Context: an optimization exercise on an open-source flow, tuned for a short achievable clock period and few clock cycles. The choices shown serve that exercise and are no tape-out recipe. Function was checked by simulation only, so behaviour that the tests miss may differ from the original. No activity file was given, so power comes from the tool's default toggle rates.

==> flow/design.v (outline; a module is shown in full before it is edited, if it fits) <==
// module F_cpu: 347 lines
// module F_ctrl_unit: 2301 lines
// module F_extend_26_28: 8 lines
// module F_extend_28_32: 7 lines
// module F_load_size: 9 lines
// module F_mux_hi: 8 lines
// module F_mux_lo: 8 lines
// module F_mux_mem: 23 lines
// module F_mux_pcSource: 20 lines
// module F_mux_regData: 23 lines
// module F_mux_regDst: 14 lines
// module F_mux_shamtControl: 14 lines
// module F_mux_shiftSource: 11 lines
// module F_mux_ulaA: 11 lines
// module F_mux_ulaB: 20 lines
// module F_orgate: 7 lines
// module F_shift_left_2: 6 lines
// module F_sign_extend_16_32: 6 lines
// module F_sign_extend_1_32: 6 lines
// module F_store_control: 10 lines
// module Registrador: 14 lines
// module Instr_Reg: 24 lines
// module RegDesloc: 31 lines
// module Banco_reg: 24 lines
// module ula32: 56 lines
module F_cpu (
    input wire clk,
    input wire reset,
    output wire [31:0] mem_addr,
    output wire        mem_wr,
    output wire [31:0] mem_wdata,
    input  wire [31:0] mem_rdata
);
  // ...
==> flow/run.sh <==
#!/bin/bash
# synth_recipe.tcl (not shown) runs the flow's synth.tcl, then flattens the netlist and writes it again
# the make line also repeats each setting of config.mk as NAME=value (left out here)
make -C /OpenROAD-flow-scripts/flow DESIGN_CONFIG=/design/flow/config.mk WORK_HOME=/design/flow/orfs CLKGATE_MAP_FILE= SYNTH_SCRIPT=/design/flow/synth_recipe.tcl finish
==> flow/config.mk <==
export PLATFORM = sky130hd
export DESIGN_NAME = F_cpu
export DESIGN_NICKNAME = F_cpu
export VERILOG_FILES = /design/flow/design.v
export SDC_FILE = /design/flow/constraint.sdc
export NUM_CORES = 4
export LEC_CHECK = 0
export CAP_MARGIN = 20
export CORE_MARGIN = 2
export CORE_UTILIZATION = 30
export SLEW_MARGIN = 20
==> flow/constraint.sdc <==
create_clock -name core_clock -period 17.5 [get_ports {clk}]
set_input_delay 3.5000 -clock core_clock [delete_from_list [all_inputs] [get_ports {clk}]]
set_output_delay 3.5000 -clock core_clock [all_outputs]
set_load 0.01 [all_outputs]
==> flow_metrics.tcl, run 1 <==
set metrics [dict create \
    largest_register_ffs 1024 \
    critPathArrivalTime_ns 17.93 \
    synth_top_area_cell "dfrtp_1" \
    synthCells 8938 \
    fin_util 0.3421 \
    crit_type "input pin to register" \
    outcome "complete, no violations" \
    seq_area_frac 0.3703 \
    hold_class "register to register" \
    regMostFlops "REGS_.Cluster" \
    clkbuf_count 206 \
    std_cell_rows 188 \
    final_common_cell "dfrtp_1" \
    p_clk_frac 0.227 \
    hold_end "EPC_.Saida[0]" \
    crit_end "CONTROL_.PCSource[0]" \
    grtUsageTotal 0.3161 \
    period_minus_slack_ns 17.18 \
    antenna_found_initial 41 \
    period_share 0.9818 \
    synth_compound_area_frac 0.2764 \
    post-place-ws_ns -1.584 \
    drc 0 \
    critPathBufInv 6 \
    synth-xor-area-share 0.001336 \
    highest_layer "met5" \
    synthAdderAreaFrac 0.02013 \
    gr-total-overflow 0 \
    globalRoute.busiestLayer "met2" \
    r2r-end "CONTROL_.PCSource[0]" \
    via_count 82320 \
]
Testbench counts, summed over its fixed seeds: cycles 141,461.
==> module F_cpu, before the edit <==
module F_cpu (
    input wire clk,
    input wire reset,
    output wire [31:0] mem_addr,
    output wire        mem_wr,
    output wire [31:0] mem_wdata,
    input  wire [31:0] mem_rdata
);
    wire PC_write;
    wire PC_write_cond;
    wire MEMRead;
    wire IRWrite;
    wire MDRWrite;
    wire RegWrite;
    wire A_Write; 
    wire B_Write; 
    wire Hi_Write       = 1;
    wire Lo_Write       = 1;
    wire divMultControl = 1;
    wire AluOutWrite;
    wire EPCWrite;
    wire Overflow;
    wire [1:0] RegDst;
    wire [1:0] ALUSourceA;
    wire [1:0] store_control_sign;
    wire [1:0] load_size_control;
    wire [1:0] shamt_control;
    wire [1:0] shiftSource_control;
    wire [2:0] IorD;
    wire [2:0] MemToReg;
    wire [2:0] AluOp;
    wire [2:0] ALU_control;
    wire [2:0] ALUSourceB;
    wire [2:0] ShiftControl;
    wire [2:0] PCSource;
    wire [31:0] PC_out;
    wire [31:0] MEM_out;
    wire [31:0] RegA_out;
    wire [31:0] RegB_out;
    wire [31:0] ALUOut_out;
    wire [31:0] MDR_out;
    wire [31:0] LS_out;
    wire [31:0] REGS_out1;
    wire [31:0] REGS_out2;
    wire [31:0] SL2_out;
    wire [31:0] SE16_32_out;
    wire [31:0] SE1_32_out;
    wire [31:0] EPC_out;
    wire [31:0] SC_out;
    wire [31:0] Shift_Reg_out;
    wire [31:0] shiftSource_out;
    wire [31:0] HI_out;
    wire [31:0] LO_out;
    wire [31:0] mux_IorD_out;
    wire [31:0] mux_PCSource_out;
    wire [31:0] mux_MemToReg_out;
    wire [31:0] mux_aluA_out;
    wire [31:0] mux_aluB_out;
    wire [31:0] mux_Hi_out;
    wire [31:0] mux_Lo_out;
    wire [4:0]  mux_regDst_out;
    wire [15:0]     OFFSET;
    wire [5:0]      FUNCT       = OFFSET[5:0];
    wire [5:0]      OPCODE;
    wire [4:0]      RS;
    wire [4:0]      RT;
    wire [4:0]      RD          = OFFSET[15:11];
    wire [4:0]  SHAMT           = OFFSET[10:6];
    wire [4:0]  Shamt_Memory    = MDR_out[4:0];
    wire [4:0]  Shamt_B         = RegB_out[4:0];
    wire [4:0]  Shamt_Out;       
    wire [4:0] TW_NINE          = 5'd29;
    wire [4:0] TH_ONE           = 5'd31;
    wire [31:0] OPCODE_INEXISTENTE  = 32'd253;
    wire [31:0] OVERFLOW_EXP        = 32'd254;
    wire [31:0] DIV_ZERO_EXP        = 32'd255;
    wire [31:0] STACK_START         = 32'd227;
    wire [31:0] Data1_Four          = 32'd4;    
    wire [4:0]  Data1_Sixteen       = 5'd16;    
    wire [27:0] extend_26_28_out;
    wire [31:0] extend_28_32_out;
    wire [31:0] ALU_result;
	wire Negativo;
    wire zero;
    wire LT;
    wire GT;
    wire Igual;
    wire PC_w;
    Registrador PC_ (
        clk,
        reset,
        PC_w,
        mux_PCSource_out,
        PC_out
    );
    F_mux_mem M_MEM_ (
        IorD,
        PC_out,
        OPCODE_INEXISTENTE,
        OVERFLOW_EXP,
        DIV_ZERO_EXP,
        RegA_out,
        RegB_out,
        ALUOut_out,
        mux_IorD_out
    );
    assign mem_addr  = mux_IorD_out;
    assign mem_wr    = MEMRead;      
    assign mem_wdata = SC_out;
    assign MEM_out   = mem_rdata;
    F_store_control SC_ (
        store_control_sign,
        RegB_out,
        MDR_out,
        SC_out
    );
    Instr_Reg IR_ (
        clk,
        reset,
        IRWrite,
        MEM_out,
        OPCODE,
        RS,
        RT,
        OFFSET
    );
    F_sign_extend_16_32 SE16_32_ (
        OFFSET,
        SE16_32_out
    );
    F_sign_extend_1_32 SE1_32_ (
        LT,
        SE1_32_out
    );
    F_shift_left_2 Shift_Left2_ (
        SE16_32_out,
		SL2_out
    );
    Registrador MDR_ (
        clk,
        reset,
        MDRWrite,
        MEM_out,
        MDR_out
    );
    F_mux_hi Mux_HI(
        divMultControl,
        32'd7,
        32'd8,
        mux_Hi_out
    );
    Registrador HI_ (
        clk,
        reset,
        Hi_Write,
        mux_Hi_out,
        HI_out
    );
    F_mux_lo Mux_LO(
        divMultControl,
        32'd9,
        32'd10,
        mux_Lo_out
    );
    Registrador LO_ (
        clk,
        reset,
        Lo_Write,
        mux_Lo_out,
        LO_out
    );
    F_load_size LS_ (
        load_size_control,
        MDR_out,
        LS_out
    );
    F_mux_shiftSource shiftSource_ (
        shiftSource_control,
        RegA_out,
        RegB_out,
        SE16_32_out,
        shiftSource_out
    );
    F_mux_shamtControl shamtSource_ (
        shamt_control,
        SHAMT,
        Data1_Sixteen,
        Shamt_Memory,
        Shamt_B,
        Shamt_Out
    );
    RegDesloc Shift_Reg_ (
        clk,
        reset,
        ShiftControl,
        Shamt_Out,		
        shiftSource_out,
        Shift_Reg_out
    );
    F_mux_regDst M_DST_ ( 
        RegDst,           
        RT,
        TW_NINE,
        TH_ONE,                
        RD, 
        mux_regDst_out
    );
    F_mux_regData M_RDATA_ (
        MemToReg,
        ALUOut_out,
        HI_out,
        Shift_Reg_out,
        STACK_START,
        SE1_32_out,
        LO_out,
        LS_out,
        mux_MemToReg_out
    );
    Banco_reg REGS_ (
        clk,
		reset,
		RegWrite,
		RS,
		RT,
		mux_regDst_out,
	    mux_MemToReg_out,
		REGS_out1,
		REGS_out2
    );
    Registrador A_ (
        clk,
        reset,
        A_Write,
        REGS_out1,
        RegA_out
    );
    Registrador B_ (
        clk,
        reset,
        B_Write,
        REGS_out2,
        RegB_out
    );
    F_mux_ulaA M_A_ (
        ALUSourceA,
        PC_out,
        RegA_out,
        MDR_out,
        mux_aluA_out 
    );
    F_mux_ulaB M_B_ (
        ALUSourceB,
        RegB_out,
        Data1_Four, 
        MEM_out,
        SE16_32_out,
        SL2_out,
        MDR_out,  
        mux_aluB_out 
    );
    ula32 ALU_ (
        mux_aluA_out, 				
		mux_aluB_out, 				
		AluOp, 		        
		ALU_result, 				  
		Overflow, 				    
		Negativo,   
		zero, 						
		Igual,	 
		GT,							
		LT
    );
    Registrador ALUOut_ (
        clk,
        reset,
        AluOutWrite,
        ALU_result,
        ALUOut_out
    );
    Registrador EPC_ (
        clk,
        reset,
        EPCWrite,
        ALUOut_out,
        EPC_out
    );
    F_extend_26_28 EX_26_to_28_ (
        RS, 
        RT,
        OFFSET,
        extend_26_28_out
    );
    F_extend_28_32 EX_28_to_32_ (
        PC_out, 
        extend_26_28_out,
        extend_28_32_out
    );
    F_mux_pcSource M_PCS_ (
        PCSource,
        ALU_result,
        ALUOut_out,
        EPC_out,
        extend_28_32_out,
        LS_out,
        RegA_out, 
        mux_PCSource_out 
    );
    F_orgate OR_ (
       PC_write_cond,   
       PC_write,      
       PC_w         
    );
    F_ctrl_unit CONTROL_ (
        clk,
        reset,
        Overflow,
        Negativo,
	    zero,
	    Igual,
	    GT,
	    LT,
        OPCODE,
        FUNCT,
     PC_write,                    
        PC_write_cond,
        MEMRead,
        IRWrite,
        RegWrite,
        A_Write,
        B_Write,
        MDRWrite,
        EPCWrite,
        AluOutWrite,
        RegDst,
        ALUSourceA,
        store_control_sign,
        load_size_control,
        shamt_control,
        shiftSource_control,
        IorD,
        MemToReg,
        ALUSourceB,
        AluOp,
        ShiftControl,
        PCSource
    );
endmodule
==> run 2, diff against run 1 <==
==> flow/design.v (replaced) <==
module F_cpu (
    input  wire        clk,
    input  wire        reset,
    output wire [31:0] mem_addr,
    output wire        mem_wr,
    output wire [31:0] mem_wdata,
    input  wire [31:0] mem_rdata
);
    localparam P_ADD = 0, P_SUB = 1, P_AND = 2, P_SLT = 3, P_SLL = 4, P_SRL = 5,
               P_SRA = 6, P_SLLV = 7, P_SRAV = 8, P_JR = 9, P_MFHI = 10, P_MFLO = 11,
               P_BREAK = 12, P_RTE = 13, P_ADDM = 14, P_ADDI = 15, P_ADDIU = 16,
               P_SLTI = 17, P_LUI = 18, P_LW = 19, P_LH = 20, P_LB = 21, P_SW = 22,
               P_SH = 23, P_SB = 24, P_SLLM = 25, P_BEQ = 26, P_BNE = 27, P_BLE = 28,
               P_BGT = 29, P_J = 30, P_JAL = 31, P_INV = 32,
               P_USERS = 33, P_USERT = 34, P_WBE = 35, P_MEM = 36, P_LD = 37,
               P_OVF = 38, P_RS29 = 39, P_RT29 = 40, P_SHSB = 41, P_D29 = 42,
               PDW = 43;
    function [PDW-1:0] predecode(input [31:0] w);
        reg [5:0] op, fn;
        reg r;
        reg [PDW-1:0] p;
        reg [4:0] dst;
        begin
            op = w[31:26];
            fn = w[5:0];
            r  = (op == 6'h00);
            p  = {PDW{1'b0}};
            p[P_ADD]   = r & (fn == 6'h20);
            p[P_SUB]   = r & (fn == 6'h22);
            p[P_AND]   = r & (fn == 6'h24);
            p[P_SLT]   = r & (fn == 6'h2a);
            p[P_SLL]   = r & (fn == 6'h00);
            p[P_SRL]   = r & (fn == 6'h02);
            p[P_SRA]   = r & (fn == 6'h03);
            p[P_SLLV]  = r & (fn == 6'h04);
            p[P_SRAV]  = r & (fn == 6'h07);
            p[P_JR]    = r & (fn == 6'h08);
            p[P_MFHI]  = r & (fn == 6'h10);
            p[P_MFLO]  = r & (fn == 6'h12);
            p[P_BREAK] = r & (fn == 6'h0d);
            p[P_RTE]   = r & (fn == 6'h13);
            p[P_ADDM]  = r & (fn == 6'h05);
            p[P_ADDI]  = (op == 6'h08);
            p[P_ADDIU] = (op == 6'h09);
            p[P_SLTI]  = (op == 6'h0a);
            p[P_LUI]   = (op == 6'h0f);
            p[P_LW]    = (op == 6'h23);
            p[P_LH]    = (op == 6'h21);
            p[P_LB]    = (op == 6'h20);
            p[P_SW]    = (op == 6'h2b);
            p[P_SH]    = (op == 6'h29);
            p[P_SB]    = (op == 6'h28);
            p[P_SLLM]  = (op == 6'h01);
            p[P_BEQ]   = (op == 6'h04);
            p[P_BNE]   = (op == 6'h05);
            p[P_BLE]   = (op == 6'h06);
            p[P_BGT]   = (op == 6'h07);
            p[P_J]     = (op == 6'h02);
            p[P_JAL]   = (op == 6'h03);
            p[P_INV]   = ~(|p[P_JAL:P_ADD]);
            p[P_USERS] = p[P_ADD] | p[P_SUB] | p[P_AND] | p[P_SLT] | p[P_SLLV] | p[P_SRAV] |
                         p[P_JR] | p[P_ADDM] | p[P_ADDI] | p[P_ADDIU] | p[P_SLTI] |
                         p[P_LW] | p[P_LH] | p[P_LB] | p[P_SW] | p[P_SH] | p[P_SB] | p[P_SLLM] |
                         p[P_BEQ] | p[P_BNE] | p[P_BLE] | p[P_BGT];
            p[P_USERT] = p[P_ADD] | p[P_SUB] | p[P_AND] | p[P_SLT] | p[P_SLL] | p[P_SRL] |
                         p[P_SRA] | p[P_SLLV] | p[P_SRAV] | p[P_ADDM] | p[P_ADDI] |
                         p[P_SW] | p[P_SH] | p[P_SB] | p[P_SLLM] |
                         p[P_BEQ] | p[P_BNE] | p[P_BLE] | p[P_BGT];
            p[P_WBE]   = p[P_ADD] | p[P_SUB] | p[P_AND] | p[P_SLT] | p[P_SLL] | p[P_SRL] |
                         p[P_SRA] | p[P_SLLV] | p[P_SRAV] | p[P_MFHI] | p[P_MFLO] |
                         p[P_ADDI] | p[P_ADDIU] | p[P_SLTI] | p[P_LUI] | p[P_JAL];
            p[P_LD]    = p[P_LW] | p[P_LH] | p[P_LB];
            p[P_SHSB]  = p[P_SH] | p[P_SB];
            p[P_MEM]   = p[P_LD] | p[P_SW] | p[P_SHSB] | p[P_SLLM];
            p[P_OVF]   = p[P_ADD] | p[P_SUB] | p[P_ADDI];
            p[P_RS29]  = (w[25:21] == 5'd29);
            p[P_RT29]  = (w[20:16] == 5'd29);
            dst = p[P_JAL] ? 5'd31 : r ? w[15:11] : w[20:16];
            p[P_D29]   = (dst == 5'd29);
            predecode = p;
        end
    endfunction
    function [4:0] destof(input [31:0] w);
        begin
            destof = (w[31:26] == 6'h03) ? 5'd31 : (w[31:26] == 6'h00) ? w[15:11] : w[20:16];
        end
    endfunction
    reg  [31:0] maddr;
    reg         mwr;
    reg  [31:0] mwdata;
    reg         cur_fetch;       
    reg  [31:0] fpc;             
    assign mem_addr  = maddr;
    assign mem_wr    = mwr;
    assign mem_wdata = mwdata;
    reg         d_v;
    reg  [31:0] d_pc;
    reg  [31:0] d_pc4;
    reg         qv0, qv1, qv2;
    reg  [31:0] qw0, qw1, qw2;
    reg  [31:0] qpc0, qpc1, qpc2;
    reg  [31:0] qpc40, qpc41, qpc42;
    reg  [PDW-1:0] qpd0, qpd1, qpd2;
    reg  [4:0]  qdst0, qdst1, qdst2;
    reg  [31:0] qrs0, qrs1, qrs2;      
    reg  [31:0] qrt0, qrt1, qrt2;      
    reg  [31:0] qdo0, qdo1, qdo2;      
    wire [31:0] rf [0:31];       
    reg  [31:0] AO;              
    reg  [31:0] EPC;
    reg  [31:0] MDR;
    reg  [31:0] npc;             
    reg         m1_v, m1_we, m1_ld, m1_lh, m1_lb, m1_sllm, m1_shsb, m1_sb;
    reg  [4:0]  m1_dst;
    reg  [31:0] m1_addr, m1_b;
    reg         m2_v, m2_we, m2_ld, m2_lh, m2_lb, m2_sllm, m2_shsb, m2_sb;
    reg  [4:0]  m2_dst;
    reg  [31:0] m2_addr, m2_b;
    reg         m3_v, m3_we;
    reg  [4:0]  m3_dst;
    reg  [31:0] m3_b;
    localparam S_IDLE = 4'd0, S_TWAIT = 4'd1, S_TR1 = 4'd2, S_TR2 = 4'd3,
               S_AWAIT = 4'd4, S_AR1 = 4'd5, S_AR2 = 4'd6, S_AR3 = 4'd7, S_AEND = 4'd8;
    reg  [3:0]  sst;
    reg  [31:0] s_vec;
    reg  [31:0] s_a, s_b, s_pc, s_pc4;
    reg  [4:0]  s_rd;
    wire         e_v   = qv0;
    wire [31:0]  w     = qw0;
    wire [31:0]  pc    = qpc0;
    wire [31:0]  pc4   = qpc40;
    wire [PDW-1:0] pd  = qpd0;
    wire [4:0]   e_dst = qdst0;
    wire [4:0]   rs    = w[25:21];
    wire [4:0]   rt    = w[20:16];
    wire [31:0] rs_oh = qrs0;
    wire [31:0] rt_oh = qrt0;
    wire [31:0] do_oh = qdo0;
    reg  [31:0] A, B;
    integer j;
    always @(*) begin
        A = 32'd0;
        B = 32'd0;
        for (j = 0; j < 32; j = j + 1) begin
            A = A | ({32{rs_oh[j]}} & rf[j]);
            B = B | ({32{rt_oh[j]}} & rf[j]);
        end
    end
    wire [31:0] se   = {{16{w[15]}}, w[15:0]};
    wire [31:0] BT   = pc4 + {se[29:0], 2'b00};
    wire [31:0] sum_ab = A + B;
    wire [31:0] dif_ab = A - B;
    wire [31:0] and_ab = A & B;
    wire        lt_ab  = $signed(A) < $signed(B);
    wire        gt_ab  = $signed(A) > $signed(B);
    wire        eq_ab  = (A == B);
    wire [31:0] sum_ai = A + se;
    wire        lt_ai  = $signed(A) < $signed(se);
    wire [31:0] ovs    = pc4 + B;
    wire        ovf    = (pc4[31] == B[31]) & (ovs[31] != pc4[31]);
    wire        shv    = pd[P_SLLV] | pd[P_SRAV];
    wire [31:0] sh_val = shv ? A : B;
    wire [4:0]  sh_amt = shv ? B[4:0] : w[10:6];
    wire [31:0] sh_l   = sh_val << sh_amt;
    wire [31:0] sh_rl  = B >> w[10:6];
    wire [31:0] sh_ra  = $signed(sh_val) >>> sh_amt;
    wire [31:0] e_res =
        ({32{pd[P_ADD]}} & sum_ab) |
        ({32{pd[P_SUB]}} & dif_ab) |
        ({32{pd[P_AND]}} & and_ab) |
        {31'd0, pd[P_SLT] & lt_ab} |
        ({32{pd[P_SLL] | pd[P_SLLV]}} & sh_l) |
        ({32{pd[P_SRL]}} & sh_rl) |
        ({32{pd[P_SRA] | pd[P_SRAV]}} & sh_ra) |
        {28'd0, pd[P_MFHI] | pd[P_MFLO], 1'b0, pd[P_MFLO], 1'b0} |
        ({32{pd[P_ADDI] | pd[P_ADDIU]}} & sum_ai) |
        {31'd0, pd[P_SLTI] & lt_ai} |
        ({32{pd[P_LUI]}} & {w[15:0], 16'd0}) |
        ({32{pd[P_JAL]}} & pc4);
    wire ao_bt = ~(pd[P_ADD] | pd[P_SUB] | pd[P_AND] | pd[P_ADDI] | pd[P_ADDIU] | pd[P_MEM] |
                   pd[P_MFHI] | pd[P_MFLO] | pd[P_JAL]);
    wire [31:0] e_ao =
        ({32{pd[P_ADD]}} & sum_ab) |
        ({32{pd[P_SUB]}} & dif_ab) |
        ({32{pd[P_AND]}} & and_ab) |
        ({32{pd[P_ADDI] | pd[P_ADDIU] | pd[P_MEM]}} & sum_ai) |
        ({32{pd[P_MFHI] | pd[P_MFLO]}} & MDR) |
        ({32{pd[P_JAL]}} & pc4) |
        ({32{ao_bt}} & BT);
    wire e_taken = pd[P_J] | pd[P_JAL] | pd[P_JR] | pd[P_RTE] | pd[P_BREAK] |
                   (pd[P_BEQ] & eq_ab) | (pd[P_BNE] & ~eq_ab) |
                   (pd[P_BLE] & ~gt_ab) | (pd[P_BGT] & gt_ab);
    wire [31:0] e_tgt =
        ({32{pd[P_J] | pd[P_JAL]}} & {pc4[31:28], w[25:0], 2'b00}) |
        ({32{pd[P_JR]}} & A) |
        ({32{pd[P_RTE]}} & EPC) |
        ({32{pd[P_BREAK]}} & pc) |
        ({32{pd[P_BEQ] | pd[P_BNE] | pd[P_BLE] | pd[P_BGT]}} & BT);
    function hit(input v, input we, input [4:0] d, input [4:0] r);
        hit = v & we & (d == r);
    endfunction
    wire raw = (pd[P_USERS] & (hit(m1_v, m1_we, m1_dst, rs) | hit(m2_v, m2_we, m2_dst, rs) |
                               hit(m3_v, m3_we, m3_dst, rs))) |
               (pd[P_USERT] & (hit(m1_v, m1_we, m1_dst, rt) | hit(m2_v, m2_we, m2_dst, rt) |
                               hit(m3_v, m3_we, m3_dst, rt)));
    wire memblk = pd[P_MEM] & ((m1_v & m1_shsb) | (m2_v & m2_shsb) |
                               (pd[P_LD] & m1_v & m1_sllm));
    wire mdrblk = (pd[P_MFHI] | pd[P_MFLO]) & (m1_v | m2_v);
    wire stall  = raw | memblk | mdrblk | (sst != S_IDLE);
    function near(input [31:0] a, input [31:0] p);
        reg [9:0] dd;
        begin
            dd = a[9:0] - p[9:0];
            near = (dd <= 10'd3) | (dd >= 10'd1021);
        end
    endfunction
    wire        c1     = m1_v & m1_shsb;
    wire        c2     = m2_v & m2_shsb;
    wire [31:0] smc_a  = c1 ? m1_addr : c2 ? m2_addr : maddr;
    wire        smc_en = (c1 | c2 | mwr) & (smc_a[31:10] == 22'd0);
    wire smc = smc_en & ((qv0 & near(smc_a, qpc0)) | (qv1 & near(smc_a, qpc1)) |
                         (qv2 & near(smc_a, qpc2)) | (d_v & near(smc_a, d_pc)) |
                         (cur_fetch & near(smc_a, maddr)));
    wire e_go    = e_v & ~stall & ~smc;
    wire e_trap  = e_go & (pd[P_INV] | (pd[P_OVF] & ovf));
    wire e_addm  = e_go & pd[P_ADDM];
    wire e_ok    = e_go & ~e_trap;                   
    wire e_redir = e_ok & e_taken;
    wire e_wr    = e_ok & pd[P_WBE] & ~pd[P_D29];
    wire e_mem   = e_go & pd[P_MEM];
    wire        m_empty = ~m1_v & ~m2_v;
    wire        s_issue = ((sst == S_TWAIT) | (sst == S_AWAIT)) & m_empty | (sst == S_AR1);
    wire [31:0] s_addr  = (sst == S_TWAIT) ? s_vec : (sst == S_AWAIT) ? s_a : s_b;
    reg  [31:0] s_bb;
    wire [31:0] a_sum   = MDR + s_bb;
    wire        a_ovf   = (MDR[31] == s_bb[31]) & (a_sum[31] != MDR[31]);
    wire        s_end_t = (sst == S_TR2);
    wire        s_end_a = (sst == S_AEND) & ~a_ovf;
    wire        flush   = e_redir | e_trap | e_addm | smc;
    wire        redir   = e_redir | smc | s_end_t | s_end_a;
    wire [31:0] rtgt    = s_end_t ? mem_rdata : s_end_a ? s_pc4 : smc ? npc : e_tgt;
    wire [31:0] fpc_eff = cur_fetch ? maddr + 32'd4 : fpc;
    wire [31:0] faddr   = redir ? rtgt : fpc_eff;
    wire [1:0]  qcnt    = {1'b0, qv0} + {1'b0, qv1} + {1'b0, qv2};
    wire [2:0]  occ     = {1'b0, qcnt} + {2'b0, d_v} + {2'b0, cur_fetch} - {2'b0, e_go};
    wire        sbusy_n = (sst != S_IDLE) & ~s_end_t & ~s_end_a;    
    wire        f_ok    = ~e_trap & ~e_addm & ~sbusy_n & (redir | (occ <= 3'd2));
    wire        p_shw   = m2_v & m2_shsb;
    wire        p_ser   = s_issue;
    wire        p_e     = e_mem;
    wire        p_f     = f_ok & ~p_shw & ~p_ser & ~p_e;
    wire [31:0] merged  = m2_sb ? {mem_rdata[31:8], m2_b[7:0]} : {mem_rdata[31:16], m2_b[15:0]};
    wire [31:0] ld_data = m2_lb ? {24'd0, mem_rdata[7:0]} :
                          m2_lh ? {16'd0, mem_rdata[15:0]} : mem_rdata;
    wire        mw_ld   = m2_v & m2_ld & m2_we;
    wire        mw_sl   = m3_v & m3_we;
    wire        mw_ad   = s_end_a & (s_rd != 5'd29);
    wire        mw_en   = mw_ld | mw_sl | mw_ad;
    wire [4:0]  mw_dst  = mw_ld ? m2_dst : mw_sl ? m3_dst : s_rd;
    wire [31:0] mw_data = mw_ld ? ld_data : mw_sl ? (m3_b << MDR[4:0]) : a_sum;
    genvar g;
    generate
        for (g = 0; g < 32; g = g + 1) begin : g_rf
            if (g == 29) begin : g_ao
                assign rf[g] = AO;
            end else begin : g_reg
                reg [31:0] r;
                always @(posedge clk or posedge reset) begin
                    if (reset)
                        r <= 32'd0;
                    else if (e_wr && do_oh[g])
                        r <= e_res;
                    else if (mw_en && mw_dst == g)
                        r <= mw_data;
                end
                assign rf[g] = r;
            end
        end
    endgenerate
    wire [PDW-1:0] in_pd  = predecode(mem_rdata);
    wire [4:0]     in_dst = destof(mem_rdata);
    wire [31:0]    in_rs  = 32'd1 << mem_rdata[25:21];
    wire [31:0]    in_rt  = 32'd1 << mem_rdata[20:16];
    wire [31:0]    in_do  = (32'd1 << in_dst) & ~32'h2000_0000;
    wire           in_v   = d_v & ~flush;
    wire sv0 = e_go ? qv1 : qv0;
    wire sv1 = e_go ? qv2 : qv1;
    wire sv2 = e_go ? 1'b0 : qv2;
    always @(posedge clk or posedge reset) begin
        if (reset) begin
            maddr     <= 32'd0;
            mwr       <= 1'b0;
            mwdata    <= 32'd0;
            cur_fetch <= 1'b1;
            fpc       <= 32'd0;
            d_v       <= 1'b0;
            d_pc      <= 32'd0;
            d_pc4     <= 32'd0;
            qv0 <= 1'b0; qv1 <= 1'b0; qv2 <= 1'b0;
            qw0 <= 32'd0; qw1 <= 32'd0; qw2 <= 32'd0;
            qpc0 <= 32'd0; qpc1 <= 32'd0; qpc2 <= 32'd0;
            qpc40 <= 32'd0; qpc41 <= 32'd0; qpc42 <= 32'd0;
            qpd0 <= {PDW{1'b0}}; qpd1 <= {PDW{1'b0}}; qpd2 <= {PDW{1'b0}};
            qdst0 <= 5'd0; qdst1 <= 5'd0; qdst2 <= 5'd0;
            qrs0 <= 32'd0; qrs1 <= 32'd0; qrs2 <= 32'd0;
            qrt0 <= 32'd0; qrt1 <= 32'd0; qrt2 <= 32'd0;
            qdo0 <= 32'd0; qdo1 <= 32'd0; qdo2 <= 32'd0;
            AO   <= 32'd0;
            EPC  <= 32'd0;
            MDR  <= 32'd0;
            npc  <= 32'd0;
            m1_v <= 1'b0; m1_we <= 1'b0; m1_ld <= 1'b0; m1_lh <= 1'b0; m1_lb <= 1'b0;
            m1_sllm <= 1'b0; m1_shsb <= 1'b0; m1_sb <= 1'b0; m1_dst <= 5'd0;
            m1_addr <= 32'd0; m1_b <= 32'd0;
            m2_v <= 1'b0; m2_we <= 1'b0; m2_ld <= 1'b0; m2_lh <= 1'b0; m2_lb <= 1'b0;
            m2_sllm <= 1'b0; m2_shsb <= 1'b0; m2_sb <= 1'b0; m2_dst <= 5'd0;
            m2_addr <= 32'd0; m2_b <= 32'd0;
            m3_v <= 1'b0; m3_we <= 1'b0; m3_dst <= 5'd0; m3_b <= 32'd0;
            sst   <= S_IDLE;
            s_vec <= 32'd0;
            s_a   <= 32'd0;
            s_b   <= 32'd0;
            s_pc  <= 32'd0;
            s_pc4 <= 32'd0;
            s_rd  <= 5'd0;
            s_bb  <= 32'd0;
        end else begin
            cur_fetch <= p_f;
            fpc       <= faddr;
            if (p_shw) begin
                maddr  <= m2_addr;
                mwr    <= 1'b1;
                mwdata <= merged;
            end else if (p_ser) begin
                maddr  <= s_addr;
                mwr    <= 1'b0;
            end else if (p_e) begin
                maddr  <= sum_ai;
                mwr    <= pd[P_SW];
                mwdata <= B;
            end else begin
                maddr  <= faddr;
                mwr    <= 1'b0;
            end
            d_v   <= cur_fetch & ~flush;
            d_pc  <= maddr;
            d_pc4 <= fpc_eff;
            qv0 <= ~flush & (sv0 | in_v);
            qv1 <= ~flush & (sv1 | (sv0 & in_v));
            qv2 <= ~flush & (sv2 | (sv1 & in_v));
            if (sv0) begin
                if (e_go) begin
                    qw0 <= qw1; qpc0 <= qpc1; qpc40 <= qpc41; qpd0 <= qpd1; qdst0 <= qdst1;
                    qrs0 <= qrs1; qrt0 <= qrt1; qdo0 <= qdo1;
                end
            end else begin
                qw0 <= mem_rdata; qpc0 <= d_pc; qpc40 <= d_pc4; qpd0 <= in_pd; qdst0 <= in_dst;
                qrs0 <= in_rs; qrt0 <= in_rt; qdo0 <= in_do;
            end
            if (sv1) begin
                if (e_go) begin
                    qw1 <= qw2; qpc1 <= qpc2; qpc41 <= qpc42; qpd1 <= qpd2; qdst1 <= qdst2;
                    qrs1 <= qrs2; qrt1 <= qrt2; qdo1 <= qdo2;
                end
            end else begin
                qw1 <= mem_rdata; qpc1 <= d_pc; qpc41 <= d_pc4; qpd1 <= in_pd; qdst1 <= in_dst;
                qrs1 <= in_rs; qrt1 <= in_rt; qdo1 <= in_do;
            end
            if (!sv2) begin
                qw2 <= mem_rdata; qpc2 <= d_pc; qpc42 <= d_pc4; qpd2 <= in_pd; qdst2 <= in_dst;
                qrs2 <= in_rs; qrt2 <= in_rt; qdo2 <= in_do;
            end
            if (e_ok) begin
                AO  <= e_ao;
                npc <= e_taken ? e_tgt : pc4;
            end
            if (e_trap) begin
                AO    <= pc;
                EPC   <= pc;
                s_vec <= pd[P_INV] ? 32'd253 : 32'd254;
                sst   <= S_TWAIT;
            end
            if (e_addm) begin
                s_a   <= A;
                s_b   <= B;
                s_rd  <= e_dst;
                s_pc  <= pc;
                s_pc4 <= pc4;
                sst   <= S_AWAIT;
            end
            m1_v    <= e_mem;
            m1_we   <= (pd[P_LD] | pd[P_SLLM]) & ~pd[P_D29];
            m1_ld   <= pd[P_LD];
            m1_lh   <= pd[P_LH];
            m1_lb   <= pd[P_LB];
            m1_sllm <= pd[P_SLLM];
            m1_shsb <= pd[P_SHSB];
            m1_sb   <= pd[P_SB];
            m1_dst  <= e_dst;
            m1_addr <= sum_ai;
            m1_b    <= B;
            m2_v    <= m1_v;
            m2_we   <= m1_we & ~(e_wr & (e_dst == m1_dst));
            m2_ld   <= m1_ld;
            m2_lh   <= m1_lh;
            m2_lb   <= m1_lb;
            m2_sllm <= m1_sllm;
            m2_shsb <= m1_shsb;
            m2_sb   <= m1_sb;
            m2_dst  <= m1_dst;
            m2_addr <= m1_addr;
            m2_b    <= m1_b;
            if (m2_v) MDR <= mem_rdata;
            m3_v    <= m2_v & m2_sllm;
            m3_we   <= m2_we & ~(e_wr & (e_dst == m2_dst));
            m3_dst  <= m2_dst;
            m3_b    <= m2_b;
            case (sst)
                S_TWAIT: if (m_empty) sst <= S_TR1;
                S_TR1:   sst <= S_TR2;
                S_TR2: begin
                    MDR <= mem_rdata;
                    npc <= mem_rdata;
                    sst <= S_IDLE;
                end
                S_AWAIT: if (m_empty) sst <= S_AR1;
                S_AR1:   sst <= S_AR2;
                S_AR2: begin
                    MDR <= mem_rdata;
                    sst <= S_AR3;
                end
                S_AR3: begin
                    s_bb <= mem_rdata;
                    sst  <= S_AEND;
                end
                S_AEND: begin
                    if (a_ovf) begin
                        AO    <= s_pc;
                        EPC   <= s_pc;
                        s_vec <= 32'd254;
                        sst   <= S_TWAIT;
                    end else begin
                        AO  <= a_sum;
                        npc <= s_pc4;
                        sst <= S_IDLE;
                    end
                end
                default: ;
            endcase
        end
    end
endmodule
==> flow_metrics.tcl, run 2 <==
set metrics [dict create \
    mappedNetlistNets 15440 \
    die-area_um2 456900 \
    dominantRegCellSynth "dfrtp_1" \
    period_share 0.5176 \
    synth_top_area_cell "dfrtp_1" \
    cp_slowest_stage_delay_ns 0.95 \
    firstDrtPassIters 21 \
    cts_resized 0 \
    synth-edff-count 0 \
    insertion_delay_ns 1.05 \
    layout-drive-gt1-share 0.1142 \
    gp_congestion 1.092 \
    cp_common_cell "buf_4" \
    critical_path.max_fanout 99 \
    rsz0062_at_grt "false" \
    cts_buffer_depth 4 \
    clk_pin_slew_ns 0.07 \
    rr_worst_depth 19 \
    std_cell_rows 246 \
    clock-sinks 2367 \
    holdBufCountCts 0 \
    cts_root_buf "clkbuf_16" \
    layout_setup_ws_ns 8.442 \
    p_sw_frac 0.5492 \
    fin_util 0.3418 \
    cp-start-kind "register" \
    critPathArrivalTime_ns 9.86 \
    finalSetupViolations 0 \
    die_y_um 676.0 \
    dp_hpwl_mm 546.2 \
    seq_area_frac_synth 0.4373 \
    antenna_found_initial 133 \
    grt_max_degree 183 \
    grt_first_pass_wirelength_mm 1122 \
    layout_common_cells "dfrtp_1 (2300), nand2_1 (1560), nor2_1 (1551)" \
    r2r-start "m2_v" \
    io_pins 99 \
    core_area_um2 449400 \
    netlist.area_leader.share 0.4371 \
    drtIter0Drc 29180 \
    crit_required_ns 18.31 \
    hold_class "register to register" \
    p_per_area_nw_per_um2 212.1 \
    drv_slew 0 \
    outcome "complete, but fails checks" \
    drt.antenna.violating_nets 2 \
    ys_async_sr_fraction 1.000 \
    grt_pass1_vias 129400 \
    tightest_slew_ns 1.401 \
    portBuffers 98 \
    post_cts_buffers 0 \
    area_delta_synth_final_pct 13.41 \
    wirelength_mm 837.5 \
    hold_viol 0 \
    hold_path_depth 0 \
    htreeDepth 5 \
    syn-cell-area_um2 135500 \
    fmax_ghz 0.1104 \
    place_area_um2 144400 \
    ys_warn_count 1 \
    synth_area_leaders "dfrtp_1 (44%), a22oi_1 (7.3%), nand2_1 (4.4%)" \
    largest_register_ffs 992 \
    numPlacedInstances 20380 \
    ir_drop_v 0.0002295 \
    fin_area_um2 153600 \
    crit_type "register to register" \
    hold_end "m2_b[0]" \
    cts_made_buffers 262 \
    skew_ns 0.1372 \
    period_minus_slack_ns 9.058 \
    die_w_um 676.0 \
    p_comb_frac 0.570 \
    via_count 144700 \
    synth-seq-cells 2367 \
    relSlewSlack 0.06589 \
    maxCapViolCount 0 \
    synthCells 15130 \
    violations "antenna violations" \
    endpoint_kind "register" \
    r2r-end "qrs2[14]" \
    yosys.cell_count.top_type "dfrtp_1" \
    initial_core_util 0.3014 \
    netlist-cell-type-count 101 \
    netlist_top_cells_count "dfrtp_1 (2366), nand2_1 (1574), nor2_1 (1574), a22oi_1 (1325), a21oi_1 (1125)" \
    p_int_mw 14.69 \
    wl_per_cell_um 39.83 \
    power_switching_mw 17.90 \
    min_from "m1_b[0]" \
    post-place-ws_ns 8.544 \
    fin_setup_tns_ns 0 \
    vias_per_cell 6.883 \
    seqPwrFrac 0.250 \
    final_nets 15010 \
    finalNonFillerCells 21030 \
    regMostFlops "g_rf.g_reg.r" \
    leakagePower_nw 63.39 \
    worstPathCellList "and2_4 > nand2_1 > a31oi_1 > ha_1 > nand3_1 > a21oi_1 > nor4bb_1 > o21ai_0 > xnor2_1 > o311ai_1 > o31ai_4 > nand2_1 > buf_4 > inv_2 > nor2_4 > buf_4 > buf_4 > buf_4 > o21ai_0" \
    syn_area_per_cell_um2 8.953 \
    drc 0 \
    cp_slowest_cell "o311ai_1" \
    grtUsageTotal 0.3531 \
    final_common_cell "dfrtp_1" \
    p_clk_frac 0.180 \
    cts_tree "built" \
    gr-total-overflow 0 \
    fillers 46160 \
    ff2ff_setup_slack_ns 8.44 \
]
-- run 2: cell count changes after synthesis, sizes merged, moves of 233 or more --
cell,delta
o21ai,+605
a22o,-372
nand2,+976
buf,+300
o211ai,+233
dfrtp,+1085
a22oi,+1194
a221oi,-379
a211oi,+419
-- run 2: area by class of cell --
cell class	count	area (um^2)	share of cell area
clock buffer	371	7546	0.04912
sequential	2367	59320	0.3861
antenna	191	478.0	0.003111
tap	5952	7447	0.04848
multi-input combinational	11090	70890	0.4615
timing repair buffer	724	5844	0.03805
inverter	253	953.4	0.006207
clock inverter	81	1137	0.007404
-- run 2: kinds of logic (layout without fill, tap and decap cells) --
| kind of cell | after synthesis | after routing | share of synthesized area |
|---|---|---|---|
| adder cells (fa/ha/maj) | 277 | 277 | 0.02631 |
| multiplexers | 757 | 757 | 0.06299 |
| other | 0 | 191 | 0 |
| flip-flops | 2367 | 2367 | 0.4373 |
| XOR/XNOR | 181 | 181 | 0.01170 |
| buffers and inverters | 1675 | 1429 | 0.04978 |
| AND/OR/NAND/NOR | 4431 | 4431 | 0.1478 |
| AO/OA/AOI/OAI | 5442 | 5442 | 0.2641 |
-- run 2: routing by layer --
metal / share of wire / track usage / vias to the layer above / wire [um]
li1: - / - / 55120 / -
met1: 0.35 / 0.4122 / 70330 / 292400
met2: 0.37 / 0.4568 / 14230 / 313900
met3: 0.16 / 0.1946 / 4958 / 133100
met4: 0.11 / 0.2985 / 88 / 93590
met5: 0.0054 / 0.07418 / - / 4506
-- run 2: worst max path at each step --
stage	from	endpoint	slack, ns	cells after the start
after CTS	m2_v	qrs2[27]	8.55	19
after detailed placement	m2_v	qrs2[27]	8.54	19
final	m2_v	qrs2[14]	8.44	19
after global routing	m2_v	qrs2[22]	7.91	20
after global placement	m2_v	qrs2[5]	8.64	20
after floorplan	reset	AO[0]	-18.90	1
-- run 2: stage by stage --
stage	power, mW	hold slack [ns]
2_1_floorplan	16.78	0.3312
3_3_place_gp	25.29	0.3312
3_5_place_dp	25.27	0.3347
4_1_cts	31.10	0.3471
5_1_grt	32.83	0.3496
6_report	32.59	0.3220
-- run 2: power by group through the flow --
stage,registers (mW),logic (mW),clock network [mW]
after floorplan,7.28,9.50,0
after global placement,8.05,17.2,0
after detailed placement,8.06,17.2,0
after CTS,7.97,17.3,5.84
after global routing,8.10,18.7,6.06
final,8.14,18.6,5.86
-- run 2: worst max-delay path, delay by kind of cell (launching register included) --
kind / cells / cell delay, ns
and+or+nand+nor: 6 / 1.86
xor gates and xnor gates: 1 / 0.17
adders and majority gates: 1 / 0.44
AOI/OAI and AO/OA: 6 / 2.56
DFF: 1 / 0.70
buffers and inverters: 5 / 3.00
Testbench counts of run 2, summed over its fixed seeds: cycles 24,878.

==> static timing again, ports no longer ideal <==
The flow's constraints put no driver on any port. The routed layouts listed below were extracted and timed again, unchanged, in two steps. Step 1 sets driving cells, clkbuf_16 on the clock port and buf_2 on the other inputs (assumed; they add their load-dependent delay and slew). Step 2 adds t to the input delays and takes it off the output delays; t is the mean of the earliest and latest rising clock arrival at the registers after step 1. Input paths then give back, and output paths get back, about the clock's delay inside the block. a / b / c = no drivers / after step 1 / after step 2; a / b = the first two.
run | shift t [ns] | slack for setup (ns) | hold WS [ns] | clock arrival spread, ns | worst data-port slew with drivers (ns)
run 1 | 0.925 | 0.319 / 0.382 / -0.543 | 0.507 / 0.507 / 0.507 | 0.058 / 0.059 | 0.21
run 2 | 1.097 | 8.442 / 8.442 / 8.442 | 0.322 / 0.322 / 0.322 | 0.137 / 0.137 | 0.09
With both steps, setup timing fails in run 1, where it was met with ideal ports. The setup slack of run 1, which loses most, moves by +0.063 ns with the drivers and by -0.862 ns with both steps.
